Background: an optimization exercise with open tools, aiming at small area. Do not read the settings as production practice.
In this exercise RTL edits were held to simulation tests only and were not proved equivalent to the original.
Power and IR drop assume default switching activity.

### flow/flow/run.sh
#!/bin/bash
# Standard layout, except that:
#  - the combinational logic of the standard synthesis is re-mapped for area
#    by yosys/abc (flip-flops kept as they are) before floorplanning;
#  - ports are buffered with buf_1, and CTS uses small clock buffers and no
#    dummy loads (settings in flow/cts_args).
set -u
HERE=$(pwd)
F=$HERE/flow
RES=$HERE/orfs/results/$FLOW_PLATFORM/Calculator_top/base
LIB=$FLOW_HOME/platforms/$FLOW_PLATFORM/lib/sky130_fd_sc_hd__tt_025C_1v80.lib
YOSYS=$(command -v yosys || echo /OpenROAD-flow-scripts/tools/install/yosys/bin/yosys)

bash standard.sh synth > std_synth.log 2>&1 || { echo "standard synth failed"; exit 1; }
cp $RES/1_2_yosys.v $HERE/std_1_2_yosys.v

# combinational cell models for the re-mapping
$YOSYS -q -p "read_liberty -ignore_miss_func $LIB; write_verilog -noattr $HERE/cells_all.v" > cells.log 2>&1
python3 $F/combcells.py $HERE/cells_all.v $HERE/combcells.v > combcells.log 2>&1

cat > $HERE/resyn.ys <<EOS
read_liberty -lib $LIB
read_verilog -defer $HERE/std_1_2_yosys.v
hierarchy -top $FLOW_TOP
techmap -map $HERE/combcells.v
techmap
opt -purge
abc -liberty $LIB -dont_use *probe* -dont_use *lpflow* -script $F/area.abc
opt_clean -purge
hilomap -singleton -hicell sky130_fd_sc_hd__conb_1 HI -locell sky130_fd_sc_hd__conb_1 LO
insbuf -buf sky130_fd_sc_hd__buf_4 A X
check -assert -mapped
tee -o $HERE/resyn_stat.txt stat -liberty $LIB
write_verilog -noattr -nohex -nodec $HERE/resyn_1_2_yosys.v
EOS
if $YOSYS -s $HERE/resyn.ys > resyn.log 2>&1 && python3 $F/sameregs.py $HERE/std_1_2_yosys.v $HERE/resyn_1_2_yosys.v > sameregs.log 2>&1; then
  cp $HERE/resyn_1_2_yosys.v $RES/1_2_yosys.v
  rm -f $RES/1_synth.odb $RES/1_synth.sdc
  echo "using the re-mapped netlist"
else
  echo "re-mapping failed; keeping the standard netlist"
fi
bash standard.sh "BUFFER_PORTS_ARGS=-buffer_cell sky130_fd_sc_hd__buf_1" \
  "CTS_ARGS=$(cat $F/cts_args)" finish > std_finish.log 2>&1 || { echo "standard finish failed"; exit 1; }
test -f out/final.def
### flow/flow/area.abc
strash; &get -n; &deepsyn -T 60; &put; strash; &get -n; &dch -f; &nf -a -R 1000; &put
### flow/flow/combcells.py
import re, sys
s = open(sys.argv[1]).read()
keep = [b for b, n in re.findall(r'(module (\S+)\(.*?endmodule\n)', s, re.S)
        if 'always' not in b and 'reg ' not in b]
open(sys.argv[2], 'w').write('\n'.join(keep))
print(len(keep), "combinational cell models")
### flow/flow/cts_args
-sink_clustering_enable -repair_clock_nets -dont_use_dummy_load -buf_list sky130_fd_sc_hd__clkbuf_8 -sink_clustering_size 50 -sink_clustering_max_diameter 300 -sink_clustering_levels 1
### flow/flow/sameregs.py
# Checks that two netlists have the same sequential cell instances (name and type).
import re, sys
def regs(p):
    s = open(p).read()
    return sorted(re.findall(r'\b(sky130_fd_sc_hd__(?:e?df\w+|sdf\w+|dl\w+))\s+(\\?\S+)\s*\(', s))
a, b = regs(sys.argv[1]), regs(sys.argv[2])
print(len(a), len(b))
sys.exit(0 if a == b and len(a) > 0 else 1)
### flow/standard.sh
#!/bin/bash
# synth_recipe.tcl (not shown) runs the flow's synth.tcl, then flattens the netlist and writes it again
# the make line also repeats each setting of config.mk as NAME=value (left out here)
make -C /OpenROAD-flow-scripts/flow DESIGN_CONFIG=/design/flow/config.mk WORK_HOME=/design/flow/orfs CLKGATE_MAP_FILE= SYNTH_SCRIPT=/design/flow/synth_recipe.tcl "${@:-finish}"
### flow/config.mk
export PLATFORM = sky130hd
export DESIGN_NAME = Calculator_top
export DESIGN_NICKNAME = Calculator_top
export VERILOG_FILES = /design/flow/design.v
export SDC_FILE = /design/flow/constraint.sdc
export NUM_CORES = 4
export LEC_CHECK = 0
export ABC_AREA = 1
export CAP_MARGIN = 20
export CORE_MARGIN = 2
export CORE_UTILIZATION = 40
export SLEW_MARGIN = 20
### flow/constraint.sdc
create_clock -name core_clock -period 12.0 [get_ports {clk}]
set_input_delay 2.4000 -clock core_clock [delete_from_list [all_inputs] [get_ports {clk}]]
set_output_delay 2.4000 -clock core_clock [all_outputs]
set_load 0.01 [all_outputs]
### flow/design.v
`timescale 1ns / 1ps
`default_nettype none
module Debounce #(
    parameter W = 16,
    parameter [W-1:0] TAPS = 16'b1101_0000_0000_1000
) (
    input  wire btn,
    input  wire clk,
    output wire led
);
    localparam [W-1:0] POL = {(W/2){2'b10}};
    reg  [W-1:0] q;
    wire [W-1:0] s = q ^ POL;
    wire low_ones = &s[W-2:0];
    wire fb = ~(^(s & TAPS)) | low_ones;
    wire [W-1:0] s_next = btn ? {s[W-2:0], fb} : {{(W-1){1'b1}}, 1'b0};
    always @(posedge clk) q <= s_next ^ POL;
    assign led = low_ones & s[W-1];
endmodule
`timescale 1ns / 1ps
module edge_generator(input wire clk, input wire rst, input wire signal, output reg out);
    reg sig_p;
    always @(posedge clk) begin
        if (rst) begin
            out <= 1'b0;
            sig_p <= 1'b0;
        end else begin
            out <= signal & ~sig_p;
            sig_p <= signal;
        end
    end
endmodule
`timescale 1ns / 1ps
`default_nettype none
module Calculator(
    input  wire       clk,
    input  wire       load,
    input  wire       step,
    input  wire [3:0] a,
    input  wire [3:0] b,
    input  wire [2:0] op,
    output wire       bin,
    output wire [7:0] v
);
    reg [3:0] x, y, h;
    wire lt = a < b;
    wire is_sub = (op == 3'd5);
    wire       cin   = is_sub & x[0];
    wire [4:0] m_sum = {1'b0, h} + (x[0] ? {1'b0, y} : 5'd0) + {4'b0, cin};
    wire [4:0] d_t   = {h, x[3]};
    wire       d_ge  = d_t >= {1'b0, y};
    wire [4:0] d_r   = d_t - {1'b0, y};
    always @(posedge clk) begin
        if (load) begin
            case (op)
                3'd0: begin x <= a & b;   h <= 4'd0; y <= b; end
                3'd1: begin x <= a | b;   h <= 4'd0; y <= b; end
                3'd2: begin x <= ~a;      h <= 4'd0; y <= b; end
                3'd3: begin x <= a ^ b;   h <= 4'd0; y <= b; end
                3'd4: begin x <= 4'd1;    h <= a;    y <= b; end
                3'd5: begin x <= 4'd1;    h <= lt ? b : a;  y <= ~(lt ? a : b); end
                default: begin x <= a;    h <= 4'd0; y <= b; end
            endcase
        end else if (step & op[2]) begin
            if (op != 3'd7) begin
                h <= {m_sum[4] & ~is_sub, m_sum[3:1]};
                x <= {m_sum[0], x[3:1]};
            end else begin
                h <= d_ge ? d_r[3:0] : d_t[3:0];
                x <= {x[2:0], d_ge};
            end
        end
    end
    assign bin = ~op[2];
    assign v = {(op == 3'd7) ? {4{y == 4'd0}} : h, x};
endmodule
module add3(input wire [3:0] i, output reg [3:0] o);
  always @(*) case (i)
    4'd5: o = 4'd8; 4'd6: o = 4'd9; 4'd7: o = 4'd10; 4'd8: o = 4'd11; 4'd9: o = 4'd12;
    default: o = i;
  endcase
endmodule
module val_bcd(input wire [7:0] v, output wire [1:0] hun, output wire [3:0] ten, output wire [3:0] one);
  wire [3:0] c1,c2,c3,c4,c5,c6,c7;
  add3 m1(.i({1'b0,v[7:5]}), .o(c1));
  add3 m2(.i({c1[2:0],v[4]}), .o(c2));
  add3 m3(.i({c2[2:0],v[3]}), .o(c3));
  add3 m4(.i({c3[2:0],v[2]}), .o(c4));
  add3 m5(.i({c4[2:0],v[1]}), .o(c5));
  add3 m6(.i({1'b0,c1[3],c2[3],c3[3]}), .o(c6));
  add3 m7(.i({c6[2:0],c4[3]}), .o(c7));
  assign one = {c5[2:0], v[0]};
  assign ten = {c7[2:0], c5[3]};
  assign hun = {c6[3], c7[3]};
endmodule
`timescale 1ns / 1ps
`default_nettype none
module bcd_seg(
    input wire [3:0] BCD,
    output reg [7:0] s
);
    always @(*) begin
        case(BCD)
            0: s = 8'b0000_0011;
            1: s = 8'b1001_1111;
            2: s = 8'b0010_0101;
            3: s = 8'b0000_1101;
            4: s = 8'b1001_1001;
            5: s = 8'b0100_1001;
            6: s = 8'b0100_0001;
            7: s = 8'b0001_1111;
            8: s = 8'b0000_0001;
            9: s = 8'b0000_1001;
            10: s = 8'b1111_1101;
            default s = 8'b1111_1111;
        endcase
    end
endmodule
`timescale 1ns / 1ps
`default_nettype none
module op_seg(
    input wire [2:0] OP,
    input wire [1:0] d,
    output wire [7:0] s
);
    reg [31:0] w;
    always @(*) begin
        case(OP)
            0: w = 32'b1111_1111_0001_0001_1101_0101_1000_0101;  
            1: w = 32'b1111_1111_1111_1111_0000_0011_1111_0101;  
            2: w = 32'b1111_1111_1101_0101_1100_0101_1110_0001;  
            3: w = 32'b1111_1111_1001_0001_0000_0011_1111_0101;  
            4: w = 32'b1111_1111_0001_0001_1000_0101_1000_0101;  
            5: w = 32'b1111_1111_0100_1001_1100_0111_1100_0001;  
            6: w = 32'b0011_0011_0001_1011_1110_0011_1110_0001;  
            default: w = 32'b1111_1111_1000_0101_1001_1111_1000_0011;  
        endcase
    end
    assign s = w[{d, 3'b000} +: 8];
endmodule
`timescale 1ns / 1ps
`default_nettype none
module Multi_Driver(
    input  wire clk,
    input  wire rst,
    output reg  [1:0] dsel
    );
    reg [9:0] lo;
    reg [1:0] hi;
    wire low_zero = ~|lo[8:0];
    wire lo_last  = lo[9] & low_zero;     
    wire m_zero   = ~lo[9] & low_zero & ~hi[1] & ~hi[0];
    wire fb       = lo[9] ^ lo[6] ^ low_zero;
    always @(posedge clk) begin
        dsel <= m_zero ? 2'd3 : hi;
        if (rst) begin
            lo <= 10'd1;                  
            hi <= 2'd0;
        end else begin
            lo <= {lo[8:0], fb};
            hi <= hi + {1'b0, lo_last};
        end
    end
endmodule
`timescale 1ns / 1ps
`default_nettype none
module Calculator_top(
    input wire [3:0] a,
    input wire [3:0] b,
    input wire clk,
    input wire rst,
    input wire enter,
    input wire back,
    input wire up,
    input wire down,
    output wire [3:0] an,
    output wire [7:0] seg,
    output reg bin_ind
);
    wire up_d, down_d, enter_d, back_d, rst_d;
    Debounce dd(.btn(down),  .clk(clk), .led(down_d));
    Debounce ud(.btn(up),    .clk(clk), .led(up_d));
    Debounce ed(.btn(enter), .clk(clk), .led(enter_d));
    Debounce bd(.btn(back),  .clk(clk), .led(back_d));
    Debounce rd(.btn(rst),   .clk(clk), .led(rst_d));
    wire DOWN, UP, BACK, ENTER;
    edge_generator de(.clk(clk), .rst(rst_d), .signal(down_d),  .out(DOWN));
    edge_generator ue(.clk(clk), .rst(rst_d), .signal(back_d),  .out(BACK));
    edge_generator be(.clk(clk), .rst(rst_d), .signal(up_d),    .out(UP));
    edge_generator ee(.clk(clk), .rst(rst_d), .signal(enter_d), .out(ENTER));
    localparam [4:0] S_IDLE = 5'd0, S_RES = 5'd1, S_OP = 5'd2, S_CONV0 = 5'd5;
    reg [4:0] st;
    wire conv      = |st[4:2];
    wire conv_frst = ~st[4] & ~st[3] & st[2] & ~st[1];
    wire conv_last = &st;
    wire idle      = ~conv & ~st[1] & ~st[0];
    wire res       = ~conv & ~st[1] & st[0];
    reg [2:0] op;
    reg [1:0] result_neg;
    reg [10:0] r;                 
    localparam [3:0] D_ZERO = 4'd8, D_RES = 4'd9;
    reg [3:0] dcode, dcode2;
    wire       c_bin;
    wire [7:0] c_val;
    wire calc_step = ~st[4] & st[3] & ~st[2];    
    Calculator calc(.clk(clk), .load(conv_frst), .step(calc_step),
                    .a(a), .b(b), .op(op), .bin(c_bin), .v(c_val));
    always @(posedge clk) begin
        if (op == 3'd5 && a < b) begin
            result_neg[0] <= 1'b1;
            result_neg[1] <= (b - a) >= 4'd10;
        end
        if (rst_d) begin
            op <= 3'd0;
            st <= S_IDLE;
            result_neg <= 2'b0;
            dcode <= D_ZERO;
        end else if (conv) begin
            bin_ind <= ~(op >= 3'd5);
            dcode <= {1'b0, op};
            if (conv_last) begin
                st <= S_RES;
                r <= {result_neg[0], result_neg[1], c_bin, c_val};
                if (result_neg[0]) result_neg <= 2'b0;
            end else begin
                st <= st + 5'd1;
            end
        end else if (idle) begin
            dcode <= D_ZERO;
            op <= 3'd0;
            if (ENTER) st <= S_CONV0;
            else if (UP | DOWN) st <= S_OP;
        end else if (res) begin
            result_neg <= 2'b0;
            dcode <= D_RES;
            if (BACK) st <= S_IDLE;
            else if (ENTER) st <= S_CONV0;
            else if (UP | DOWN) begin
                st <= S_OP;
                op <= 3'd0;
            end
        end else begin
            result_neg <= 2'b0;
            dcode <= {1'b0, op};
            if (ENTER) st <= S_CONV0;
            else if (BACK) st <= S_RES;
            if (UP) op <= op + 3'd1;
            else if (DOWN) op <= op - 3'd1;
        end
        dcode2 <= dcode;
    end
    wire [1:0] dsel;
    Multi_Driver md(.clk(clk), .rst(rst_d), .dsel(dsel));
    assign an = ~(4'b0001 << dsel);
    wire [1:0] hun; wire [3:0] ten, one;
    val_bcd conv_bcd(.v(r[7:0]), .hun(hun), .ten(ten), .one(one));
    wire rbin = r[8];
    wire [3:0] d_ten = rbin ? {3'b0, r[1]} : ten;
    wire [3:0] d_one = rbin ? {3'b0, r[0]} : one;
    reg [3:0] dig;
    always @(*) begin
        if (r[10]) begin
            case (dsel)
                2'd0: dig = d_one;
                2'd1: dig = r[9] ? d_ten : 4'd10;
                2'd2: dig = r[9] ? 4'd10 : 4'd15;
                default: dig = 4'd15;
            endcase
        end else begin
            case (dsel)
                2'd0: dig = d_one;
                2'd1: dig = d_ten;
                2'd2: dig = rbin ? {3'b0, r[2]} : {2'b0, hun};
                default: dig = rbin ? {3'b0, r[3]} : 4'd0;
            endcase
        end
    end
    wire [7:0] res_seg, name_seg;
    bcd_seg bs(.BCD(dig), .s(res_seg));
    op_seg os(.OP(dcode2[2:0]), .d(dsel), .s(name_seg));
    assign seg = ~dcode2[3] ? name_seg :
                 dcode2[0]  ? res_seg  : 8'b0000_0011;
endmodule
==> reports/metrics.yaml, run 1 <==
status: "finished clean"
cp.required_ps: 9600
path_max_fanout: 9
fillers: 1406
powerDensity_nw_per_um2: 173
area.growth.synth_to_final_pct: 8.19
drc_errors: 0
tightest_slew_ps: 855
vias: 4620
period_share_pct: 56.6
endpoint_kind: "output port"
finalInstanceArea_um2: 6410
fin_skew_ps: 21.9
first_pass_iters: 5
n_antenna_cell: 0
avgRoutedWirePerCell_um: 13.4
first_global_vias: 4435
cts_resized: 0
coreArea_um2: 14500
clockBufferDepth: 2
r2r_slack_ps: 9380
setup_viol: 0
viasPerCell: 5.39
timing_hold_violations_final: 0
htree_levels: 4
netlist_area_um2: 5930
drive_gt1_share_pct: 2.97
gp_congestion: 0.926
grt_antenna_before_repair: 0
cts_sinks: 144
ir_worst_vdd_v: 0.0000667
min_path_type: "register to register"
period_needed_ps: 6790
antenna_left: 0
synthCells: 641
grt_pass1_wl_um: 20000
clk-insertion-delay-late_ps: 430
max-cap-violations: 0
cts_tree: "done"
post_synth.cell_area_avg_um2: 9.25
max_slew_margin_pct: 42.9
nets: 689
fmax_mhz: 147
io_pins: 27
dpl.hpwl_um: 8220
routed_wl_um: 11500
slew_violations: 0
placed_area_um2: 6180
clk_transition_reported_paths_ps: 80
rsz0062_at_grt: "false"
synth_nets: 655
initial_core_util_pct: 40.9
cp_data_arrival_time_ps: 4390
ctsHoldBuffers: 0
leakage_nw: 2.28
first_iter_violations: 351
io_buffers: 25
cts_setup_buffers: 0
die_y_um: 126
overflow: 0
die_w_um: 126
clockRootBuffer: "clkbuf_8"
num_rows: 44
grt_usage_pct: 15.0
critPathKind: "register to output port"
grt_max_degree: 30
synth_warnings: 8
cts_buffers: 17
dieArea_um2: 15800
setup_tns_ps: 0
critPathLaunchType: "register"
critical path, stage by stage, from the launching register on:
cell	delay, ps
edfxtp_1	500
nor2b_1	210
o21ai_0	400
o22ai_1	170
nor4_1	430
a221oi_1	190
a31oi_1	330
a41oi_1	190
a311o_1	320
a221o_1	280
nand3_1	130
a21oi_1	80
mux2i_1	190
clkinv_1	110
a21oi_1	200
o22ai_1	110
buf_1	140
registers in the layout (all words and copies together) (netlist names), 2 cells and up:
register and count:
dcode2 4, md.lo 10, op 3, bd.q 16
calc.x 4, dd.q 16, st 5, rd.q 16
calc.h 4, r 11, md.dsel 2, dcode 4
calc.y 4, ed.q 16, md.hi 2, result_neg 2
ud.q 16
where the power goes:
part,switching [mW],leakage (nW),internal (mW)
Combinational,0.159,0.966,0.100
Clock,0.145,0.122,0.125
Sequential,0.0479,1.19,0.535
final timing paths:
path | start | end | cells past startpoint
setup / recovery | r[6] | seg[5] | 16
setup reg to reg | op[0] | calc.h[2] | 6
hold reg to reg | dcode[2] | dcode2[2] | 0
hold / removal | dcode[2] | dcode2[2] | 0
per-stage QoR:
| stage | instances | total power, mW | worst slack [ps] | hold WS [ps] | utilization, % |
|---|---|---|---|---|---|
| after floorplan | 641 | 0.803 | 6180 | 310 | - |
| after global placement | 840 | 0.844 | 5910 | 312 | 42.7 |
| after detailed placement | 840 | 0.850 | 5720 | 312 | 42.7 |
| after CTS | 857 | 1.12 | 5250 | 323 | 44.3 |
| after global routing | 857 | 1.19 | 4800 | 331 | 44.3 |
| final | 857 | 1.11 | 5210 | 323 | 44.3 |
routing by layer:
metal | vias up | wire length [um] | global-route usage (%)
met5 | - | 0 | 0
met4 | 0 | 141 | 4.77
met3 | 15 | 646 | 4.63
met2 | 124 | 5140 | 23.7
met1 | 2142 | 5550 | 19.8
li1 | 2339 | - | -
placed cells by master (no fill, tap or decap), types with 7 or more instances in the layout:
cell	n
nand3_1	12
a21oi_1	28
nand2_1	84
a221oi_1	8
edfxtp_1	24
clkbuf_8	17
xor2_1	7
buf_1	25
nand4_1	7
nand2b_1	16
clkinv_1	19
xnor2_1	13
nor2b_1	60
nor4_1	12
dfxtp_1	120
o21ai_0	36
nor3_1	26
nor2_1	54
cell type report:
class	count	area, um2	share of cell area, %
inverter	19	71.3	1.11
sequential	144	3120	48.7
multi-input combinational	466	2650	41.2
timing repair buffer	27	109	1.70
clock buffer	17	234	3.65
tap	184	230	3.59
==> run 2: changes to the inputs <==
==> flow/flow/cts_args (replaced) <==
-sink_clustering_enable -repair_clock_nets -dont_use_dummy_load -buf_list sky130_fd_sc_hd__clkbuf_16
==> run 2 against run 1 <==
Still clean. Non-clock buffer count unchanged. Via count about the same. Setup slack improved by 3.6 ps. Clock skew decreased by 9.5 ps. Final cell count unchanged. Fmax about the same. Hold slack improved by 0.92 ps. Flip-flop and latch count unchanged. Clock power increased by 51%. Utilization increased by 1.3 points. Die area unchanged. Critical path type unchanged. Largest cell class unchanged. Highest routed layer unchanged.
==> reports/metrics.yaml, run 2 <==
htree_levels: 4
clk-insertion-delay-late_ps: 400
final_util_pct: 45.6
grt_max_degree: 30
fin_cells: 857
overflow: 0
area.growth.synth_to_final_pct: 11.4
critPathLaunchType: "register"
io_pins: 27
timing_hold_violations_final: 0
drive_gt1_share_pct: 2.97
max_stage_delay_ps: 500
period_needed_ps: 6790
vias: 4621
first_global_vias: 4442
routed_wl_um: 11500
slowest_stage: "edfxtp_1"
clk_transition_reported_paths_ps: 50
cts_buffers: 17
netlist_area_um2: 5930
leakage_nw: 2.37
clockBufferDepth: 2
cts_setup_buffers: 0
top_layer_used: "met4"
max_slew_margin_pct: 42.9
critPathKind: "register to output port"
wirelength_met1_um: 5570
grt_pass1_wl_um: 20100
ir_worst_vdd_v: 0.0000900
cts_sinks: 144
cp_cell_sequence: "nor2b_1, o21ai_0, o22ai_1, nor4_1, a221oi_1, a31oi_1, a41oi_1, a311o_1, a221o_1, nand3_1, a21oi_1, mux2i_1, clkinv_1, a21oi_1, o22ai_1, buf_1"
final_common_cell: "dfxtp_1"
dieArea_um2: 15800
antenna_left: 0
avgRoutedWirePerCell_um: 13.4
whs_ps: 324
n_antenna_cell: 0
endpoint_kind: "output port"
synthCells: 641
final_cell_mix: "dfxtp_1, nand2_1, nor2b_1, nor2_1, o21ai_0"
first_pass_iters: 5
fmax_mhz: 147
min_path_type: "register to register"
synth_warnings: 8
first_iter_violations: 341
die_y_um: 126
tightest_slew_ps: 854
drc_errors: 0
coreArea_um2: 14500
route.met2.wl_um: 5190
cts_tree: "done"
cp.required_ps: 9600
dpl.hpwl_um: 8220
crit_family: "compound AO/OA/AOI/OAI gates"
path_max_fanout: 9
nets: 689
die_w_um: 126
max-cap-violations: 0
num_rows: 44
regToRegStartpoint: "op[0]"
post_synth.cell_area_avg_um2: 9.25
period_share_pct: 56.6
wl_met3_um: 569
initial_core_util_pct: 40.9
fin_skew_ps: 12.4
grt_antenna_before_repair: 0
startpoint: "r[6]"
powerDensity_nw_per_um2: 189
slew_violations: 0
placedCellCount: 840
grt_usage_pct: 15.2
setup_viol: 0
clockRootBuffer: "clkbuf_16"
gp_congestion: 0.926
ctsHoldBuffers: 0
setup_tns_ps: 0
viasPerCell: 5.39
status: "finished clean"
cp_num_buf_inv: 2
io_buffers: 25
cp_data_arrival_time_ps: 4390
cts_resized: 0
synth_nets: 655
min_from: "dcode[3]"
rsz0062_at_grt: "false"
[run 2: changes by cell type in the layout (fill, tap and decap cells not counted)]
cell | before | now
clkbuf_16 | 0 | 17
clkbuf_8 | 17 | 0
[run 2: worst paths after layout]
path	to	slack (ps)	cells after the start
worst max-delay path	seg[5]	5210	16
worst min-delay path	dcode2[3]	320	0
worst max register to register	calc.h[1]	9400	6
worst min register to register	dcode2[3]	320	0
[run 2: final cells by class]
class	instances	area [um2]
flip-flops and latches	144	3120
repair buffers	27	109
fillers	1383	7880
multi-input cells	466	2650
inverters	19	71.3
well taps	184	230
clock buffers	17	425
[run 2: metal layers]
| metal | vias up | GRT usage [%] |
|---|---|---|
| met5 | - | 0 |
| met4 | 0 | 5.95 |
| met3 | 15 | 4.25 |
| met2 | 121 | 23.8 |
| met1 | 2144 | 20.0 |
| li1 | 2341 | - |
[run 2: metrics by stage]
stage	total power, mW	cell area (um2)	worst slack [ps]
floorplan	0.803	5930	6180
global placement	0.844	6180	5910
detailed placement	0.850	6180	5720
CTS	1.26	6600	5280
global route	1.33	6600	4830
finish	1.25	6600	5210
[run 2: where the power goes]
part | internal (mW) | switching, mW | total, mW
sequential | 0.536 | 0.0477 | 0.584
combinational | 0.100 | 0.158 | 0.259
clock | 0.245 | 0.163 | 0.407
==> run 3: changes to the inputs <==
==> flow/flow/cts_args (replaced) <==
-repair_clock_nets -dont_use_dummy_load -buf_list sky130_fd_sc_hd__clkbuf_8 -sink_clustering_size 40
==> run 3 against run 2 <==
Wire length increased by 0.14%. Critical endpoint unchanged. Critical path type unchanged. Clock power decreased by 34%. First-iteration DRC count increased by 2.9%. Synthesized area unchanged. Synthesized cell count unchanged. Still clean on timing, DRC and antenna.
==> reports/metrics.yaml, run 3 <==
first_pass_iters: 5
leakage_nw: 2.28
area.growth.synth_to_final_pct: 8.19
die_y_um: 126
use_met1_pct: 19.8
use_met3_pct: 4.63
period_share_pct: 56.6
clockBufferDepth: 2
io_buffers: 25
ctsHoldBuffers: 0
io_pins: 27
final_cell_mix: "dfxtp_1, nand2_1, nor2b_1, nor2_1, o21ai_0"
slew_violations: 0
path_max_fanout: 9
synth_warnings: 8
cts_setup_buffers: 0
fmax_mhz: 147
period_needed_ps: 6790
final_common_cell: "dfxtp_1"
first_global_vias: 4435
powerDensity_nw_per_um2: 173
fin_cells: 857
die_w_um: 126
max_slew_margin_pct: 42.9
post_synth.cell_area_avg_um2: 9.25
min_path_type: "register to register"
drive_gt1_share_pct: 2.97
grt_max_degree: 30
viasPerCell: 5.39
cp.required_ps: 9600
fillers: 1406
first_iter_violations: 351
clockRootBuffer: "clkbuf_8"
clk-insertion-delay-late_ps: 430
status: "finished clean"
holdPathStages: 0
n_antenna_cell: 0
initial_core_util_pct: 40.9
avgRoutedWirePerCell_um: 13.4
nets: 689
netlist_area_um2: 5930
fin_skew_ps: 21.9
vias: 4620
htree_levels: 4
ir_worst_vdd_v: 0.0000667
critPathLaunchType: "register"
routed_wl_um: 11500
timing_hold_violations_final: 0
dieArea_um2: 15800
antenna_left: 0
max-cap-violations: 0
rsz0062_at_grt: "false"
critPathKind: "register to output port"
rr_worst_depth: 6
grt_usage_pct: 15.0
met2_usage_pct: 23.7
grt_antenna_before_repair: 0
dpl.hpwl_um: 8220
setup_tns_ps: 0
placedCellCount: 840
coreArea_um2: 14500
endpoint_kind: "output port"
grt_pass1_wl_um: 20000
grt_busiest_layer: "met2"
cts_buffers: 17
cts_sinks: 144
cts_resized: 0
synthCells: 641
cts_tree: "done"
overflow: 0
clk_transition_reported_paths_ps: 80
num_rows: 44
setup_viol: 0
cp_data_arrival_time_ps: 4390
tightest_slew_ps: 855
gp_congestion: 0.926
drc_errors: 0
synth_nets: 655
[run 3: worst paths after layout]
| check | from | end | slack, ps |
|---|---|---|---|
| hold / removal | dcode[2] | dcode2[2] | 320 |
| hold reg to reg | dcode[2] | dcode2[2] | 320 |
| setup reg to reg | op[0] | calc.h[2] | 9380 |
| setup / recovery | r[6] | seg[5] | 5210 |
[run 3: layout make-up]
type / count / area, um2 / share of cell area (%)
Sequential cell: 144 / 3120 / 48.7
Multi-Input combinational cell: 466 / 2650 / 41.2
Clock buffer: 17 / 234 / 3.65
Tap cell: 184 / 230 / 3.59
Timing Repair Buffer: 27 / 109 / 1.70
Inverter: 19 / 71.3 / 1.11
[run 3: through the flow]
stage | setup slack, ps | power, mW | util (%) | hold WS, ps | cell area (um2)
2_1_floorplan | 6180 | 0.803 | - | 310 | 5930
3_3_place_gp | 5910 | 0.844 | 42.7 | 312 | 6180
3_5_place_dp | 5720 | 0.850 | 42.7 | 312 | 6180
4_1_cts | 5250 | 1.12 | 44.3 | 323 | 6410
5_1_grt | 4800 | 1.19 | 44.3 | 331 | 6410
6_report | 5210 | 1.11 | 44.3 | 323 | 6410
[run 3: worst max-delay path, stage by stage (launching register included)]
cell,delay (ps)
edfxtp_1,500
nor2b_1,210
o21ai_0,400
o22ai_1,170
nor4_1,430
a221oi_1,190
a31oi_1,330
a41oi_1,190
a311o_1,320
a221o_1,280
nand3_1,130
a21oi_1,80
mux2i_1,190
clkinv_1,110
a21oi_1,200
o22ai_1,110
buf_1,140
[run 3: report_power, final]
| part | switching [mW] | internal, mW | leakage (nW) | total (mW) |
|---|---|---|---|---|
| clock | 0.145 | 0.125 | 0.122 | 0.270 |
| sequential | 0.0479 | 0.535 | 1.19 | 0.583 |
| combinational | 0.159 | 0.100 | 0.966 | 0.259 |
| total | 0.352 | 0.760 | 2.28 | 1.11 |
[run 3: metal layers]
| layer | vias up | share of wire [%] |
|---|---|---|
| met2 | 124 | 45 |
| met3 | 15 | 5.6 |
| met1 | 2142 | 48 |
| met4 | 0 | 1.2 |
| li1 | 2339 | - |
| met5 | - | 0 |
==> run 4: changes to the inputs <==
==> flow/flow/cts_args (replaced) <==
-sink_clustering_enable -repair_clock_nets -dont_use_dummy_load -buf_list sky130_fd_sc_hd__clkbuf_8 -sink_clustering_size 40 -sink_clustering_max_diameter 400 -clustering_unbalance_ratio 0.9
==> run 4 against run 3 <==
Clock skew rose by 12 ps. Fmax barely moved. Wire length barely moved. Highest routed layer unchanged. Register-to-register slack got worse by 20 ps. Global-route usage rose by 0.072 points. Clock-buffer cell count did not move. Sequential share of layout area did not move. Cell area did not move. Critical endpoint unchanged. Hold slack improved by 7.5 ps.
==> reports/metrics.yaml, run 4 <==
cp.required_ps: 9600
synth_warnings: 8
cts_buffers: 17
num_rows: 44
slew_violations: 0
cp_data_arrival_time_ps: 4400
period_needed_ps: 6800
io_buffers: 25
avgRoutedWirePerCell_um: 13.4
slowest_stage: "edfxtp_1"
grt_max_degree: 30
coreArea_um2: 14500
cts_setup_buffers: 0
regToRegStartpoint: "op[0]"
period_share_pct: 56.7
max-cap-violations: 0
setup_tns_ps: 0
leakage_nw: 2.28
n_antenna_cell: 0
fin_skew_ps: 34.4
dieArea_um2: 15800
area.growth.synth_to_final_pct: 8.19
critPathKind: "register to output port"
ctsHoldBuffers: 0
max_slew_margin_pct: 42.8
clk-insertion-delay-late_ps: 420
cts_sinks: 144
setup_viol: 0
final_common_cell: "dfxtp_1"
r2r_slack_ps: 9360
final_util_pct: 44.3
rsz0062_at_grt: "false"
first_pass_iters: 5
first_iter_violations: 325
cts_resized: 0
netlist_area_um2: 5930
final-seq-area_um2: 3120
synth_nets: 655
grt_usage_pct: 15.1
fmax_mhz: 147
clockRootBuffer: "clkbuf_8"
min_path_type: "register to register"
endpoint_kind: "output port"
first_global_vias: 4450
vias: 4616
clockBufferDepth: 2
path_max_fanout: 9
max_stage_delay_ps: 500
cp_cell_sequence: "nor2b_1, o21ai_0, o22ai_1, nor4_1, a221oi_1, a31oi_1, a41oi_1, a311o_1, a221o_1, nand3_1, a21oi_1, mux2i_1, clkinv_1, a21oi_1, o22ai_1, buf_1"
nets: 689
tightest_slew_ps: 856
fillers: 1405
whs_ps: 331
grt_pass1_wl_um: 20000
r2r_end: "calc.h[1]"
holdPathStages: 0
clk_transition_reported_paths_ps: 80
die_y_um: 126
cp_num_cells: 16
rr_worst_depth: 6
status: "finished clean"
drc_errors: 0
crit_family: "compound AO/OA/AOI/OAI gates"
viasPerCell: 5.39
synthCells: 641
critPathLaunchType: "register"
startpoint: "r[6]"
overflow: 0
grt_antenna_before_repair: 0
drive_gt1_share_pct: 2.97
multi_input_area_um2: 2650
ir_worst_vdd_v: 0.0000665
routed_wl_um: 11500
endpoint: "seg[5]"
cp_num_buf_inv: 2
timing_hold_violations_final: 0
initial_core_util_pct: 40.9
cts_tree: "done"
antenna_left: 0
gp_congestion: 0.926
final_cell_mix: "dfxtp_1, nand2_1, nor2b_1, nor2_1, o21ai_0"
die_w_um: 126
io_pins: 27
htree_levels: 4
power.total_mw: 1.11
post_synth.cell_area_avg_um2: 9.25
dpl.hpwl_um: 8220
powerDensity_nw_per_um2: 173
==> run 4: how the worst min path moves through the flow <==
stage                        start         to  slack, ps
after floorplan           dcode[0]  dcode2[0]        310
final                     dcode[3]  dcode2[3]        330
after detailed placement  dcode[3]  dcode2[3]        310
after CTS                 dcode[3]  dcode2[3]        330
after global routing      dcode[1]  dcode2[1]        340
after global placement    dcode[2]  dcode2[2]        310
==> run 4: through the flow <==
step	std cells	setup slack (ps)	area (um2)
final	857	5200	6410
after CTS	857	5250	6410
after floorplan	641	6180	5930
after global routing	857	4790	6410
after detailed placement	840	5720	6180
after global placement	840	5910	6180
==> run 4: metal layers <==
layer  part of all wire, %  global-route usage [%]  wire, um
met1                    48                    19.7      5530
met2                    45                    23.9      5210
met3                   5.1                    4.76       580
met5                     0                       0         0
met4                   1.3                    4.97       148
==> run 4: layout make-up <==
cell class | count | share of cell area (%)
sequential | 144 | 48.7
timing repair buffer | 27 | 1.70
multi-input combinational | 466 | 41.2
tap | 184 | 3.59
inverter | 19 | 1.11
clock buffer | 17 | 3.65
==> run 4: power by group <==
group	leakage (nW)	internal (mW)	switching (mW)
logic	0.966	0.100	0.159
clock network	0.122	0.124	0.143
registers	1.19	0.535	0.0477
==> run 5: changes to the inputs <==
==> flow/flow/cts_args (replaced) <==
-sink_clustering_enable -repair_clock_nets -dont_use_dummy_load -buf_list sky130_fd_sc_hd__clkbuf_8 -sink_buffer_max_cap_derate 2.0
==> run 5 against run 4 <==
The flow now stops in clock tree synthesis (4_1_cts). Synthesized area grew 0.15%. Synthesized cell count grew 0.94%.
==> reports/metrics.yaml, run 5 <==
gp_congestion: 0.868
num_rows: 44
haltStage: "clock tree synthesis (4_1_cts)"
die_w_um: 126
initial_core_util_pct: 40.8
synth_nets: 661
io_buffers: 25
netlist_area_um2: 5940
synthCells: 647
dpl.hpwl_um: 7990
toolErrorMsg: "[ERROR CTS-0109] sink_buffer_max_cap_derate needs to be between 0 and 1.0."
post_synth.cell_area_avg_um2: 9.17
synth_warnings: 8
die_y_um: 126
status: "stopped before the end"
io_pins: 27
==> run 5: worst min path at each step <==
| stage | startpoint | to | cells after the start |
|---|---|---|---|
| 2_1_floorplan | dcode[0] | dcode2[0] | 0 |
| 3_3_place_gp | dcode[3] | dcode2[3] | 0 |
| 3_5_place_dp | dcode[1] | dcode2[1] | 0 |
==> run 5: power groups by stage <==
| stage | combinational [mW] | sequential, mW | clock, mW |
|---|---|---|---|
| after detailed placement | 0.317 | 0.624 | 0 |
| after global placement | 0.311 | 0.622 | 0 |
| after floorplan | 0.275 | 0.603 | 0 |
==> run 5: metrics by stage <==
stage / setup slack [ps] / total power [mW] / cells / instance area [um2] / hold WS [ps]
2_1_floorplan: 5880 / 0.879 / 647 / 5940 / 310
3_3_place_gp: 5620 / 0.933 / 846 / 6190 / 313
3_5_place_dp: 5410 / 0.941 / 846 / 6190 / 321
==> run 6: changes to the inputs <==
==> flow/flow/cts_args (replaced) <==
-sink_clustering_enable -repair_clock_nets -dont_use_dummy_load -buf_list sky130_fd_sc_hd__clkbuf_8 -sink_buffer_max_cap_derate 0.5
==> run 6 against run 5 <==
The run now finishes clean. Synthesized area shrank 0.15%. Synthesized cell count shrank 0.93%.
==> reports/metrics.yaml, run 6 <==
dieArea_um2: 15800
num_rows: 44
rsz0062_at_grt: "false"
fillers: 1406
n_antenna_cell: 0
antenna_left: 0
cp_cell_sequence: "nor2b_1, o21ai_0, o22ai_1, nor4_1, a221oi_1, a31oi_1, a41oi_1, a311o_1, a221o_1, nand3_1, a21oi_1, mux2i_1, clkinv_1, a21oi_1, o22ai_1, buf_1"
final_common_cell: "dfxtp_1"
cts_buffers: 17
coreArea_um2: 14500
period_needed_ps: 6790
final_cell_mix: "dfxtp_1, nand2_1, nor2b_1, nor2_1, o21ai_0"
io_buffers: 25
slowest_stage: "edfxtp_1"
die_w_um: 126
power.total_mw: 1.11
first_iter_violations: 351
cp.required_ps: 9600
max_slew_margin_pct: 42.9
max_stage_delay_ps: 500
post_synth.cell_area_avg_um2: 9.25
endpoint_kind: "output port"
r2r_slack_ps: 9380
routed_wl_um: 11500
placed_area_um2: 6180
timing_hold_violations_final: 0
htree_levels: 4
avgRoutedWirePerCell_um: 13.4
cts_resized: 0
grt_usage_pct: 15.0
ctsHoldBuffers: 0
drive_gt1_share_pct: 2.97
leakage_nw: 2.28
synth_nets: 655
area.growth.synth_to_final_pct: 8.19
overflow: 0
holdPathStages: 0
powerDensity_nw_per_um2: 173
grt_antenna_before_repair: 0
setup_viol: 0
setup_tns_ps: 0
critPathLaunchType: "register"
viasPerCell: 5.39
min_from: "dcode[2]"
clockBufferDepth: 2
cts_setup_buffers: 0
path_max_fanout: 9
vias: 4620
first_pass_iters: 5
min_path_type: "register to register"
tightest_slew_ps: 855
clk_transition_reported_paths_ps: 80
grt_pass1_wl_um: 20000
fmax_mhz: 147
first_global_vias: 4435
slew_violations: 0
die_y_um: 126
regToRegStartpoint: "op[0]"
whs_ps: 323
gp_congestion: 0.926
fin_skew_ps: 21.9
startpoint: "r[6]"
status: "finished clean"
dpl.hpwl_um: 8220
cts_tree: "done"
synth_warnings: 8
rr_worst_depth: 6
max-cap-violations: 0
period_share_pct: 56.6
initial_core_util_pct: 40.9
clk-insertion-delay-late_ps: 430
ir_worst_vdd_v: 0.0000667
synthCells: 641
drc_errors: 0
nets: 689
finalInstanceArea_um2: 6410
netlist_area_um2: 5930
critPathKind: "register to output port"
cp_data_arrival_time_ps: 4390
io_pins: 27
grt_max_degree: 30
cts_sinks: 144
clockRootBuffer: "clkbuf_8"
-- run 6: final cells by class --
| type | instances | area [um2] | area share (%) |
|---|---|---|---|
| Sequential cell | 144 | 3120 | 48.7 |
| Multi-Input combinational cell | 466 | 2650 | 41.2 |
| Clock buffer | 17 | 234 | 3.65 |
| Tap cell | 184 | 230 | 3.59 |
| Timing Repair Buffer | 27 | 109 | 1.70 |
| Inverter | 19 | 71.3 | 1.11 |
-- run 6: power by group --
part           switching [mW]  internal [mW]
Sequential             0.0479          0.535
Combinational           0.159          0.100
Clock                   0.145          0.125
-- run 6: final timing paths --
check	to
setup / recovery	seg[5]
hold / removal	dcode2[2]
setup reg to reg	calc.h[2]
hold reg to reg	dcode2[2]
-- run 6: critical path, delay by kind of cell (launching register included) --
kind | cells | cell delay, ps
simple gates | 3 | 770
buf+inv | 2 | 250
compound gates | 10 | 2270
mux | 1 | 190
flops | 1 | 500
-- run 6: metrics by stage --
| step | util, % | instances | setup slack [ps] |
|---|---|---|---|
| after floorplan | - | 641 | 6180 |
| after global placement | 42.7 | 840 | 5910 |
| after detailed placement | 42.7 | 840 | 5720 |
| after CTS | 44.3 | 857 | 5250 |
| after global routing | 44.3 | 857 | 4800 |
| final | 44.3 | 857 | 5210 |
-- run 6: per-layer routing --
layer,global-route usage [%],vias to the layer above,share of wire (%)
li1,-,2339,-
met5,0,-,0
met2,23.7,124,45
met3,4.63,15,5.6
met1,19.8,2142,48
met4,4.77,0,1.2
==> run 7: changes to the inputs <==
==> flow/flow/cts_args (replaced) <==
-sink_clustering_enable -repair_clock_nets -dont_use_dummy_load -buf_list sky130_fd_sc_hd__clkbuf_8 -sink_clustering_size 30 -sink_clustering_max_diameter 100
==> run 7 against run 6 <==
Final cell count is 0.47% lower. Global-route usage hardly changed. Synthesized area is 0.25% lower. Still clean. Flip-flop and latch count stayed put. Wire length stayed put. Highest routed layer unchanged. Utilization is 0.10 points lower. Die area is 0.25% lower. Critical endpoint is now seg[4]. Sequential power is 3.9% higher. Non-clock buffer count stayed put. Fmax is 4.9% lower. Combinational power is 21% higher.
==> reports/metrics.yaml, run 7 <==
critPathLaunchType: "register"
min_path_type: "register to register"
cp_data_arrival_time_ps: 4750
grt_max_degree: 30
clockBufferDepth: 2
ir_worst_vdd_v: 0.0000853
max_slew_margin_pct: 42.4
synth_nets: 651
dpl.hpwl_um: 8200
cts_buffers: 17
nets: 685
first_iter_violations: 217
coreArea_um2: 14500
n_antenna_cell: 0
first_pass_iters: 4
max-cap-violations: 0
timing_hold_violations_final: 0
min_from: "dcode[1]"
leakage_nw: 2.29
critPathKind: "register to output port"
dieArea_um2: 15800
io_pins: 27
max_stage_delay_ps: 500
setup_viol: 0
worstHoldEndpoint: "dcode2[1]"
r2r_end: "calc.h[2]"
clk-insertion-delay-late_ps: 440
first_global_vias: 4349
avgRoutedWirePerCell_um: 13.5
placedCellCount: 836
regToRegStartpoint: "op[2]"
io_buffers: 25
clockRootBuffer: "clkbuf_8"
num_rows: 44
setup_tns_ps: 0
cp.required_ps: 9600
r2r_slack_ps: 9350
viasPerCell: 5.31
cts_sinks: 144
period_share_pct: 59.6
cp_cell_sequence: "nand2b_1, a21oi_1, o21ai_0, nand3_1, nor4_1, nor2_1, a31oi_1, o31ai_1, nor2_1, nor2_1, a32oi_1, o31ai_1, or2_0, o22ai_1, nor2_1, a21oi_1, nor2_1, nand2_1, o31a_1, o311ai_0, buf_1"
tightest_slew_ps: 861
die_y_um: 126
synthCells: 637
netlist_area_um2: 5910
fin_skew_ps: 27.6
post_synth.cell_area_avg_um2: 9.28
holdPathStages: 0
cpMostUsedCell: "nor2_1"
area.growth.synth_to_final_pct: 8.21
clk_transition_reported_paths_ps: 80
drc_errors: 0
routed_wl_um: 11500
fmax_mhz: 140
grt_pass1_wl_um: 19600
synth_warnings: 8
rsz0062_at_grt: "false"
vias: 4527
htree_levels: 4
initial_core_util_pct: 40.8
path_max_fanout: 9
cp_num_buf_inv: 1
ctsHoldBuffers: 0
gp_congestion: 0.882
placed_area_um2: 6160
drive_gt1_share_pct: 2.99
fin_cells: 853
status: "finished clean"
cts_setup_buffers: 0
powerDensity_nw_per_um2: 185
final_common_cell: "dfxtp_1"
dp_slack_ps: 5400
rr_worst_depth: 13
finalInstanceArea_um2: 6400
antenna_left: 0
cts_resized: 0
overflow: 0
layout_setup_ws_ps: 4850
cts_tree: "done"
period_needed_ps: 7150
fillers: 1391
final_cell_mix: "dfxtp_1, nand2_1, nor2b_1, nor2_1, a21oi_1"
endpoint_kind: "output port"
die_w_um: 126
crit_family: "compound AO/OA/AOI/OAI gates"
slowest_stage: "edfxtp_1"
slew_violations: 0
grt_usage_pct: 15.0
grt_antenna_before_repair: 0
[run 7: metrics by stage]
step	total power, mW	hold slack [ps]	util [%]
after detailed placement	0.926	312	42.6
final	1.19	322	44.2
after global placement	0.918	313	42.6
after global routing	1.27	335	44.2
after CTS	1.20	324	44.2
after floorplan	0.866	310	-
[run 7: how the worst max path moves through the flow]
stage / start / to / cells past startpoint
floorplan: r[7] / seg[4] / 20
global placement: r[7] / seg[4] / 21
detailed placement: r[7] / seg[4] / 21
CTS: r[7] / seg[4] / 21
global route: r[7] / seg[4] / 21
finish: r[7] / seg[4] / 21
[run 7: area by class of cell]
type	instances	area [um2]	share of cell area, %
Inverter	15	56.3	0.880
Timing Repair Buffer	27	109	1.70
Sequential cell	144	3120	48.8
Tap cell	184	230	3.60
Clock buffer	17	234	3.66
Multi-Input combinational cell	466	2650	41.3
[run 7: report_power, final]
| part | total (mW) | internal [mW] | leakage, nW | switching [mW] |
|---|---|---|---|---|
| clock network | 0.268 | 0.124 | 0.122 | 0.143 |
| logic | 0.313 | 0.125 | 0.976 | 0.188 |
| registers | 0.606 | 0.546 | 1.19 | 0.0593 |
[run 7: layer usage]
| metal | wire length (um) | vias to the layer above | GRT usage [%] |
|---|---|---|---|
| met5 | 0 | - | 0 |
| met4 | 212 | 0 | 6.99 |
| met3 | 539 | 20 | 4.24 |
| met2 | 5070 | 96 | 24.0 |
| met1 | 5650 | 2096 | 18.9 |
| li1 | - | 2315 | - |
==> run 8: changes to the inputs <==
--- a/flow/design.v
+++ b/flow/design.v
@@ -144,8 +144,9 @@
     input  wire clk,
     input  wire rst,
-    output reg  [1:0] dsel
+    output wire [1:0] dsel
     );
     reg [9:0] lo;
     reg [1:0] hi;
+    reg rst_p;
     wire low_zero = ~|lo[8:0];
     wire lo_last  = lo[9] & low_zero;     
@@ -153,6 +154,6 @@
     wire fb       = lo[9] ^ lo[6] ^ low_zero;
     always @(posedge clk) begin
-        dsel <= m_zero ? 2'd3 : hi;
-        if (rst) begin
+        rst_p <= rst;
+        if (rst_p) begin
             lo <= 10'd1;                  
             hi <= 2'd0;
@@ -162,4 +163,5 @@
         end
     end
+    assign dsel = m_zero ? 2'd3 : hi;
 endmodule
 `timescale 1ns / 1ps
==> flow/flow/cts_args (replaced) <==
-sink_clustering_enable -repair_clock_nets -sink_clustering_size 30 -sink_clustering_max_diameter 100
==> run 8 against run 7 <==
Still clean on timing, DRC and antenna. Highest routed layer unchanged. Utilization is 2.5 points higher. Cell area increased by 5.6%. Largest power group unchanged. Critical path depth fell by 3.
==> reports/metrics.yaml, run 8 <==
coreArea_um2: 14500
num_rows: 44
overflow: 0
routed_wl_um: 11700
netlist_area_um2: 5910
dpl.hpwl_um: 8400
switching_share_pct: 32.0
gp_congestion: 0.906
clk-insertion-delay-late_ps: 410
path_max_fanout: 8
critPathLaunchType: "register"
htree_levels: 4
critPathKind: "register to output port"
first_iter_violations: 368
nets: 680
placedCellCount: 831
antenna_left: 0
die_w_um: 126
final_common_cell: "dfxtp_1"
grt_antenna_before_repair: 0
power.total_mw: 1.42
fmax_mhz: 147
cts_tree: "done"
n_antenna_cell: 0
clockBufferDepth: 2
powerDensity_nw_per_um2: 210
max_slew_margin_pct: 43.6
cts_buffers: 17
cp_data_arrival_time_ps: 4420
cts_resized: 0
clock_power_share_pct: 37.2
power.net_switching_uw: 454
tightest_slew_ps: 845
dieArea_um2: 15800
vias: 4540
clk_transition_reported_paths_ps: 60
first_pass_iters: 5
clockRootBuffer: "clkbuf_16"
post_synth.cell_area_avg_um2: 9.34
leakage_nw: 2.43
io_pins: 27
drc_errors: 0
cts_setup_buffers: 0
ir_worst_vdd_v: 0.000110
initial_core_util_pct: 40.8
status: "finished clean"
slew_violations: 0
synthCells: 633
grt_pass1_wl_um: 20400
cts_sinks: 143
synth_warnings: 8
rsz0062_at_grt: "false"
fin_cells: 863
viasPerCell: 5.26
cp.required_ps: 9600
timing_hold_violations_final: 0
setup_tns_ps: 0
p_int_uw: 965
setup_viol: 0
max-cap-violations: 0
area.growth.synth_to_final_pct: 14.3
period_share_pct: 56.8
die_y_um: 126
period_needed_ps: 6820
min_path_type: "register to register"
first_global_vias: 4349
ctsHoldBuffers: 0
pwr-share-comb_pct: 20.8
grt_max_degree: 23
whs_ps: 325
grt_usage_pct: 15.6
final_cell_mix: "dfxtp_1, nand2_1, nor2b_1, nor2_1, o21ai_0"
pwr-share-seq_pct: 42.0
synth_nets: 647
fin_skew_ps: 7.91
avgRoutedWirePerCell_um: 13.5
io_buffers: 25
drive_gt1_share_pct: 4.86
endpoint_kind: "output port"
run 8: final timing paths:
kind | start | cells after the start | slack, ps | endpoint
max | r[5] | 18 | 5180 | seg[1]
max reg2reg | op[1] | 9 | 8950 | calc.h[2]
min reg2reg | dcode[2] | 0 | 330 | dcode2[2]
min | dcode[2] | 0 | 330 | dcode2[2]
run 8: final cells by class:
cell class	count	area (um2)
fill	1404	7720
sequential	143	3100
multi-input combinational	461	2650
clock buffer	18	450
tap	184	230
clock inverter	14	155
timing repair buffer	26	101
inverter	17	63.8
run 8: per-stage QoR:
stage	area [um2]	utilization [%]	worst slack, ps
floorplan	5910	-	6230
global placement	6150	42.5	5820
detailed placement	6150	42.5	5670
CTS	6760	46.7	5210
global route	6760	46.7	4700
finish	6760	46.7	5180
run 8: worst max-delay path, stage by stage (launching register included):
cell and delay [ps]:
edfxtp_1 480, and2_0 230, nor2_1 170, a21oi_1 120
a21oi_1 120, o21ai_0 120, o21ai_0 370, nand4_1 160
a2111o_1 430, a21oi_1 310, nor2_1 90, nand2_1 80
nand3_1 150, nor3b_1 360, clkinv_1 160, o21ai_0 260
nand2_1 80, a31oi_1 140, buf_1 170
run 8: power by group through the flow:
stage / Combinational [mW] / Clock [mW] / Sequential [mW]
2_1_floorplan: 0.249 / 0 / 0.589
3_3_place_gp: 0.286 / 0 / 0.604
3_5_place_dp: 0.291 / 0 / 0.605
4_1_cts: 0.294 / 0.540 / 0.595
5_1_grt: 0.336 / 0.561 / 0.605
6_report: 0.296 / 0.528 / 0.596
run 8: metal layers:
| layer | up-vias | GRT usage (%) | wire (um) |
|---|---|---|---|
| li1 | 2326 | - | - |
| met1 | 2110 | 20.2 | 5580 |
| met2 | 88 | 25.0 | 5410 |
| met3 | 16 | 4.24 | 490 |
| met4 | 0 | 6.21 | 173 |
| met5 | - | 0 | 0 |
==> run 9: changes to the inputs <==
==> flow/flow/cts_args (replaced) <==
-sink_clustering_enable -repair_clock_nets -dont_use_dummy_load -sink_clustering_size 30 -sink_clustering_max_diameter 100 -sink_clustering_buffer sky130_fd_sc_hd__clkbuf_8 -root_buf sky130_fd_sc_hd__clkbuf_8 -buf_list sky130_fd_sc_hd__clkbuf_8
==> run 9 against run 8 <==
First-iteration DRC count down 11%. Non-clock buffer count unchanged. Largest cell class unchanged. Still clean. Clock power down 49%. Die area unchanged. Synthesized cell count unchanged.
==> reports/metrics.yaml, run 9 <==
synth_nets: 647
leakage_nw: 2.26
period_share_pct: 56.8
setup_tns_ps: 0
placed_area_um2: 6150
whs_ps: 315
routed_wl_um: 11400
clk_transition_reported_paths_ps: 90
final_common_cell: "dfxtp_1"
ctsHoldBuffers: 0
vias: 4531
cts_tree: "done"
coreArea_um2: 14500
path_max_fanout: 8
regToRegStartpoint: "op[1]"
io_pins: 27
die_w_um: 126
setup_viol: 0
viasPerCell: 5.34
dpl.hpwl_um: 8400
dp_slack_ps: 5670
gp_congestion: 0.906
num_rows: 44
n_antenna_cell: 0
synth_warnings: 8
first_iter_violations: 328
dieArea_um2: 15800
grt_usage_pct: 15.1
drive_gt1_share_pct: 2.71
initial_core_util_pct: 40.8
powerDensity_nw_per_um2: 182
post_synth.cell_area_avg_um2: 9.34
ir_worst_vdd_v: 0.0000803
min_path_type: "register to register"
timing_hold_violations_final: 0
status: "finished clean"
max-cap-violations: 0
clk-insertion-delay-late_ps: 430
period_needed_ps: 6810
layout_setup_ws_ps: 5190
critPathKind: "register to output port"
final_cell_mix: "dfxtp_1, nand2_1, nor2b_1, nor2_1, o21ai_0"
htree_levels: 4
antenna_left: 0
netlist_area_um2: 5910
startpoint: "r[5]"
slew_violations: 0
grt_max_degree: 23
rsz0062_at_grt: "false"
fin_skew_ps: 28.8
grt_antenna_before_repair: 0
clockBufferDepth: 2
drc_errors: 0
cts_setup_buffers: 0
nets: 680
cts_buffers: 17
first_pass_iters: 5
cp_data_arrival_time_ps: 4410
critPathLaunchType: "register"
cts_sinks: 143
max_slew_margin_pct: 43.3
area.growth.synth_to_final_pct: 8.04
die_y_um: 126
finalInstanceArea_um2: 6390
cts_resized: 0
avgRoutedWirePerCell_um: 13.5
first_global_vias: 4349
fmax_mhz: 147
overflow: 0
cp.required_ps: 9600
synthCells: 633
min_from: "dcode[2]"
endpoint_kind: "output port"
io_buffers: 25
tightest_slew_ps: 849
grt_pass1_wl_um: 19900
clockRootBuffer: "clkbuf_8"
==> run 9: changes by cell type in the layout (fill, tap and decap cells not counted), sizes merged <==
cell | previous run | this run
clkbuf | 18 | 17
clkinvlp | 1 | 0
clkinv | 19 | 17
bufinv | 1 | 0
inv | 10 | 0
==> run 9: final cells by class <==
type,count,area [um2]
Tap cell,184,230
Multi-Input combinational cell,461,2650
Timing Repair Buffer,26,101
Fill cell,1440,8090
Sequential cell,143,3100
Inverter,17,63.8
Clock buffer,17,234
==> run 9: worst paths after layout <==
check	end	slack (ps)	cells past startpoint
max reg2reg	calc.h[2]	8960	9
min reg2reg	dcode2[2]	320	0
max	seg[1]	5190	18
min	dcode2[2]	320	0
==> run 9: worst max-delay path: stages, from the launching register on <==
cell and delay (ps):
edfxtp_1 480, and2_0 230, nor2_1 170, a21oi_1 120
a21oi_1 120, o21ai_0 120, o21ai_0 370, nand4_1 160
a2111o_1 430, a21oi_1 310, nor2_1 90, nand2_1 80
nand3_1 150, nor3b_1 350, clkinv_1 150, o21ai_0 260
nand2_1 90, a31oi_1 140, buf_1 170
==> run 9: layer usage <==
layer | global-route usage [%] | part of all wire, %
met5 | 0 | 0
met4 | 6.14 | 1.4
met3 | 3.59 | 4.4
met2 | 24.4 | 46
met1 | 19.5 | 48
==> run 9: report_power, final <==
part / switching [mW] / total (mW) / internal (mW)
combinational: 0.181 / 0.294 / 0.114
sequential: 0.0522 / 0.595 / 0.543
clock: 0.145 / 0.270 / 0.125
total: 0.378 / 1.16 / 0.782
==> run 9: metrics by stage <==
stage	util (%)	power (mW)	std cells
2_1_floorplan	-	0.838	633
3_3_place_gp	42.5	0.889	831
3_5_place_dp	42.5	0.897	831
4_1_cts	44.1	1.17	848
5_1_grt	44.1	1.24	848
6_report	44.1	1.16	848
==> run 10: changes to the inputs <==
--- a/flow/flow/run.sh
+++ b/flow/flow/run.sh
@@ -2,7 +2,8 @@
 # Standard layout, except that:
 #  - the combinational logic of the standard synthesis is re-mapped for area
-#    by yosys/abc (flip-flops kept as they are) before floorplanning;
-#  - ports are buffered with buf_1, and CTS uses small clock buffers and no
-#    dummy loads (settings in flow/cts_args).
+#    by yosys/abc (flip-flops kept as they are) before floorplanning; four
+#    abc runs with different seeds, the smallest is kept;
+#  - ports are buffered with buf_1, and CTS uses the clock buffers and
+#    options in flow/cts_args, without dummy loads.
 set -u
 HERE=$(pwd)
@@ -19,5 +20,7 @@
 python3 $F/combcells.py $HERE/cells_all.v $HERE/combcells.v > combcells.log 2>&1
 
-cat > $HERE/resyn.ys <<EOS
+for S in 0 1 2 3; do
+  echo "strash; &get -n; &deepsyn -T 60 -S $S; &put; strash; &get -n; &dch -f; &nf -a -R 1000; &put" > $HERE/area$S.abc
+  cat > $HERE/resyn$S.ys <<EOS
 read_liberty -lib $LIB
 read_verilog -defer $HERE/std_1_2_yosys.v
@@ -26,16 +29,27 @@
 techmap
 opt -purge
-abc -liberty $LIB -dont_use *probe* -dont_use *lpflow* -script $F/area.abc
+abc -liberty $LIB -dont_use *probe* -dont_use *lpflow* -script $HERE/area$S.abc
 opt_clean -purge
 hilomap -singleton -hicell sky130_fd_sc_hd__conb_1 HI -locell sky130_fd_sc_hd__conb_1 LO
 insbuf -buf sky130_fd_sc_hd__buf_4 A X
 check -assert -mapped
-tee -o $HERE/resyn_stat.txt stat -liberty $LIB
-write_verilog -noattr -nohex -nodec $HERE/resyn_1_2_yosys.v
+tee -o $HERE/resyn${S}_stat.txt stat -liberty $LIB
+write_verilog -noattr -nohex -nodec $HERE/resyn${S}_1_2_yosys.v
 EOS
-if $YOSYS -s $HERE/resyn.ys > resyn.log 2>&1 && python3 $F/sameregs.py $HERE/std_1_2_yosys.v $HERE/resyn_1_2_yosys.v > sameregs.log 2>&1; then
-  cp $HERE/resyn_1_2_yosys.v $RES/1_2_yosys.v
+  ( $YOSYS -s $HERE/resyn$S.ys > resyn$S.log 2>&1 && python3 $F/sameregs.py $HERE/std_1_2_yosys.v $HERE/resyn${S}_1_2_yosys.v > sameregs$S.log 2>&1 && touch $HERE/resyn$S.ok ) &
+done
+wait
+
+BEST=""; BESTA=""
+for S in 0 1 2 3; do
+  [ -f $HERE/resyn$S.ok ] || continue
+  A=$(grep -i "chip area" $HERE/resyn${S}_stat.txt | awk '{print $NF}')
+  echo "seed $S: $A"
+  if [ -z "$BEST" ] || python3 -c "import sys; sys.exit(0 if $A < $BESTA else 1)"; then BEST=$S; BESTA=$A; fi
+done
+if [ -n "$BEST" ]; then
+  cp $HERE/resyn${BEST}_1_2_yosys.v $RES/1_2_yosys.v
   rm -f $RES/1_synth.odb $RES/1_synth.sdc
-  echo "using the re-mapped netlist"
+  echo "using the re-mapped netlist of seed $BEST ($BESTA)"
 else
   echo "re-mapping failed; keeping the standard netlist"
==> flow/flow/cts_args (replaced) <==
-sink_clustering_enable -repair_clock_nets -dont_use_dummy_load -buf_list sky130_fd_sc_hd__clkbuf_8 -sink_clustering_size 30 -sink_clustering_max_diameter 100
removed: flow/flow/area.abc
==> run 10 against run 9 <==
Utilization unchanged. Non-clock buffer count stayed put. Synthesized cell count did not move. Clock power barely moved. Power unchanged. Die area unchanged. Setup slack unchanged. Cell area unchanged. Synthesized area unchanged. Register-to-register slack hardly changed. Hold slack stayed put. First-iteration DRC count did not move. Critical path type unchanged. Critical endpoint unchanged.
==> reports/metrics.yaml, run 10 <==
first_global_vias: 4349
antenna_left: 0
overflow: 0
rsz0062_at_grt: "false"
grt_max_degree: 23
die_w_um: 126
drc_errors: 0
avgRoutedWirePerCell_um: 13.5
dpl.hpwl_um: 8400
netlist_area_um2: 5910
cp_cell_sequence: "and2_0, nor2_1, a21oi_1, a21oi_1, o21ai_0, o21ai_0, nand4_1, a2111o_1, a21oi_1, nor2_1, nand2_1, nand3_1, nor3b_1, clkinv_1, o21ai_0, nand2_1, a31oi_1, buf_1"
setup_viol: 0
dieArea_um2: 15800
initial_core_util_pct: 40.8
critPathKind: "register to output port"
path_max_fanout: 8
timing_hold_violations_final: 0
fin_skew_ps: 28.8
placed_area_um2: 6150
synth_warnings: 8
area.growth.synth_to_final_pct: 8.04
dp_slack_ps: 5670
htree_levels: 4
use_met1_pct: 19.5
period_share_pct: 56.8
io_buffers: 25
post_synth.cell_area_avg_um2: 9.34
setup_tns_ps: 0
status: "finished clean"
first_pass_iters: 5
first_iter_violations: 328
gp_congestion: 0.906
die_y_um: 126
clockRootBuffer: "clkbuf_8"
clk_transition_reported_paths_ps: 90
slowest_stage: "edfxtp_1"
grt_busiest_layer: "met2"
whs_ps: 315
cts_resized: 0
finalInstanceArea_um2: 6390
min_path_type: "register to register"
viasPerCell: 5.34
leakage_nw: 2.26
endpoint_kind: "output port"
clockBufferDepth: 2
max_slew_margin_pct: 43.3
regToRegStartpoint: "op[1]"
drive_gt1_share_pct: 2.71
powerDensity_nw_per_um2: 182
met2_usage_pct: 24.4
r2r_end: "calc.h[2]"
fin_cells: 848
clk-insertion-delay-late_ps: 430
r2r_slack_ps: 8960
final_cell_mix: "dfxtp_1, nand2_1, nor2b_1, nor2_1, o21ai_0"
n_antenna_cell: 0
fmax_mhz: 147
period_needed_ps: 6810
grt_pass1_wl_um: 19900
grt_usage_pct: 15.1
cts_setup_buffers: 0
slew_violations: 0
max-cap-violations: 0
max_stage_delay_ps: 480
routed_wl_um: 11400
cts_buffers: 17
endpoint: "seg[1]"
use_met3_pct: 3.59
startpoint: "r[5]"
ir_worst_vdd_v: 0.0000803
critPathLaunchType: "register"
cts_tree: "done"
io_pins: 27
placedCellCount: 831
cp_data_arrival_time_ps: 4410
nets: 680
cp.required_ps: 9600
final_common_cell: "dfxtp_1"
grt_antenna_before_repair: 0
coreArea_um2: 14500
layout_setup_ws_ps: 5190
num_rows: 44
tightest_slew_ps: 849
vias: 4531
synthCells: 633
synth_nets: 647
cts_sinks: 143
rr_worst_depth: 9
ctsHoldBuffers: 0
==> run 10: worst max-delay path, delay by kind of cell, from the launching register on <==
kind                   cells  cell delay [ps]
AO/OA/AOI/OAI              8             1870
AND/OR/NAND/NOR            8             1320
flip-flops                 1              480
buffers and inverters      2              320
==> run 10: layout make-up <==
type                       instances  area [um2]
inverter                          17        63.8
sequential                       143        3100
clock buffer                      17         234
fill                            1440        8090
multi-input combinational        461        2650
tap                              184         230
timing repair buffer              26         101
==> run 10: worst min-delay path by stage <==
stage / start / end / slack, ps / cells after the start
2_1_floorplan: dcode[0] / dcode2[0] / 310 / 0
3_3_place_gp: dcode[2] / dcode2[2] / 310 / 0
5_1_grt: dcode[1] / dcode2[1] / 330 / 0
6_report: dcode[2] / dcode2[2] / 320 / 0
4_1_cts: dcode[2] / dcode2[2] / 310 / 0
3_5_place_dp: dcode[2] / dcode2[2] / 310 / 0
==> run 10: where the power goes <==
group          leakage (nW)  internal (mW)  switching (mW)  total, mW
clock network         0.122          0.125           0.145      0.270
logic                 0.950          0.114           0.181      0.294
registers              1.18          0.543          0.0522      0.595
==> run 10: per-stage QoR <==
stage	power, mW	utilization, %
after detailed placement	0.897	42.5
final	1.16	44.1
after floorplan	0.838	-
after CTS	1.17	44.1
after global routing	1.24	44.1
after global placement	0.889	42.5
==> run 10: per-layer routing <==
layer	vias up	routed length [um]
met4	0	165
met1	2124	5520
met3	13	498
met2	86	5260
met5	-	0
li1	2308	-

## re-timing with driven ports
No port has a modelled driver above. Below, the same layouts with a new extraction and two added sets of constraints. Step 1, drivers: a clkbuf_16 drives clk and a buf_2 each remaining input, both assumed. Step 2 adds t to the input delays and takes it off the output delays; t is the mean of the earliest and latest rising clock arrival at the registers after step 1. Input paths then give back, and output paths get back, about the clock's delay inside the block. Three values: no drivers, after step 1, after step 2; two values: the first two.
| run | shift t [ns] | slack for setup (ns) | hold slack, ns | worst setup path after step 2 | slew at the worst register clock pin (ns) |
|---|---|---|---|---|---|
| run 1 | 0.448 | 5.206 / 5.173 / 5.621 | 0.323 / 0.323 / 0.323 | register to output | 0.08 / 0.08 |
| run 2 | 0.436 | 5.209 / 5.172 / 5.608 | 0.324 / 0.324 / 0.324 | register to output | 0.06 / 0.06 |
| run 3 | 0.448 | 5.206 / 5.173 / 5.621 | 0.323 / 0.323 / 0.323 | register to output | 0.08 / 0.08 |
| run 4 | 0.441 | 5.201 / 5.168 / 5.609 | 0.331 / 0.331 / 0.331 | register to output | 0.08 / 0.08 |
| run 6 | 0.448 | 5.206 / 5.173 / 5.621 | 0.323 / 0.323 / 0.323 | register to output | 0.08 / 0.08 |
| run 7 | 0.460 | 4.853 / 4.820 / 5.280 | 0.322 / 0.322 / 0.322 | register to output | 0.08 / 0.08 |
| run 8 | 0.449 | 5.185 / 5.145 / 5.594 | 0.325 / 0.325 / 0.325 | register to output | 0.07 / 0.07 |
| run 9 | 0.454 | 5.186 / 5.151 / 5.605 | 0.315 / 0.315 / 0.315 | register to output | 0.09 / 0.09 |
| run 10 | 0.454 | 5.186 / 5.151 / 5.605 | 0.315 / 0.315 / 0.315 | register to output | 0.09 / 0.09 |
After both steps every run listed still meets setup and hold.
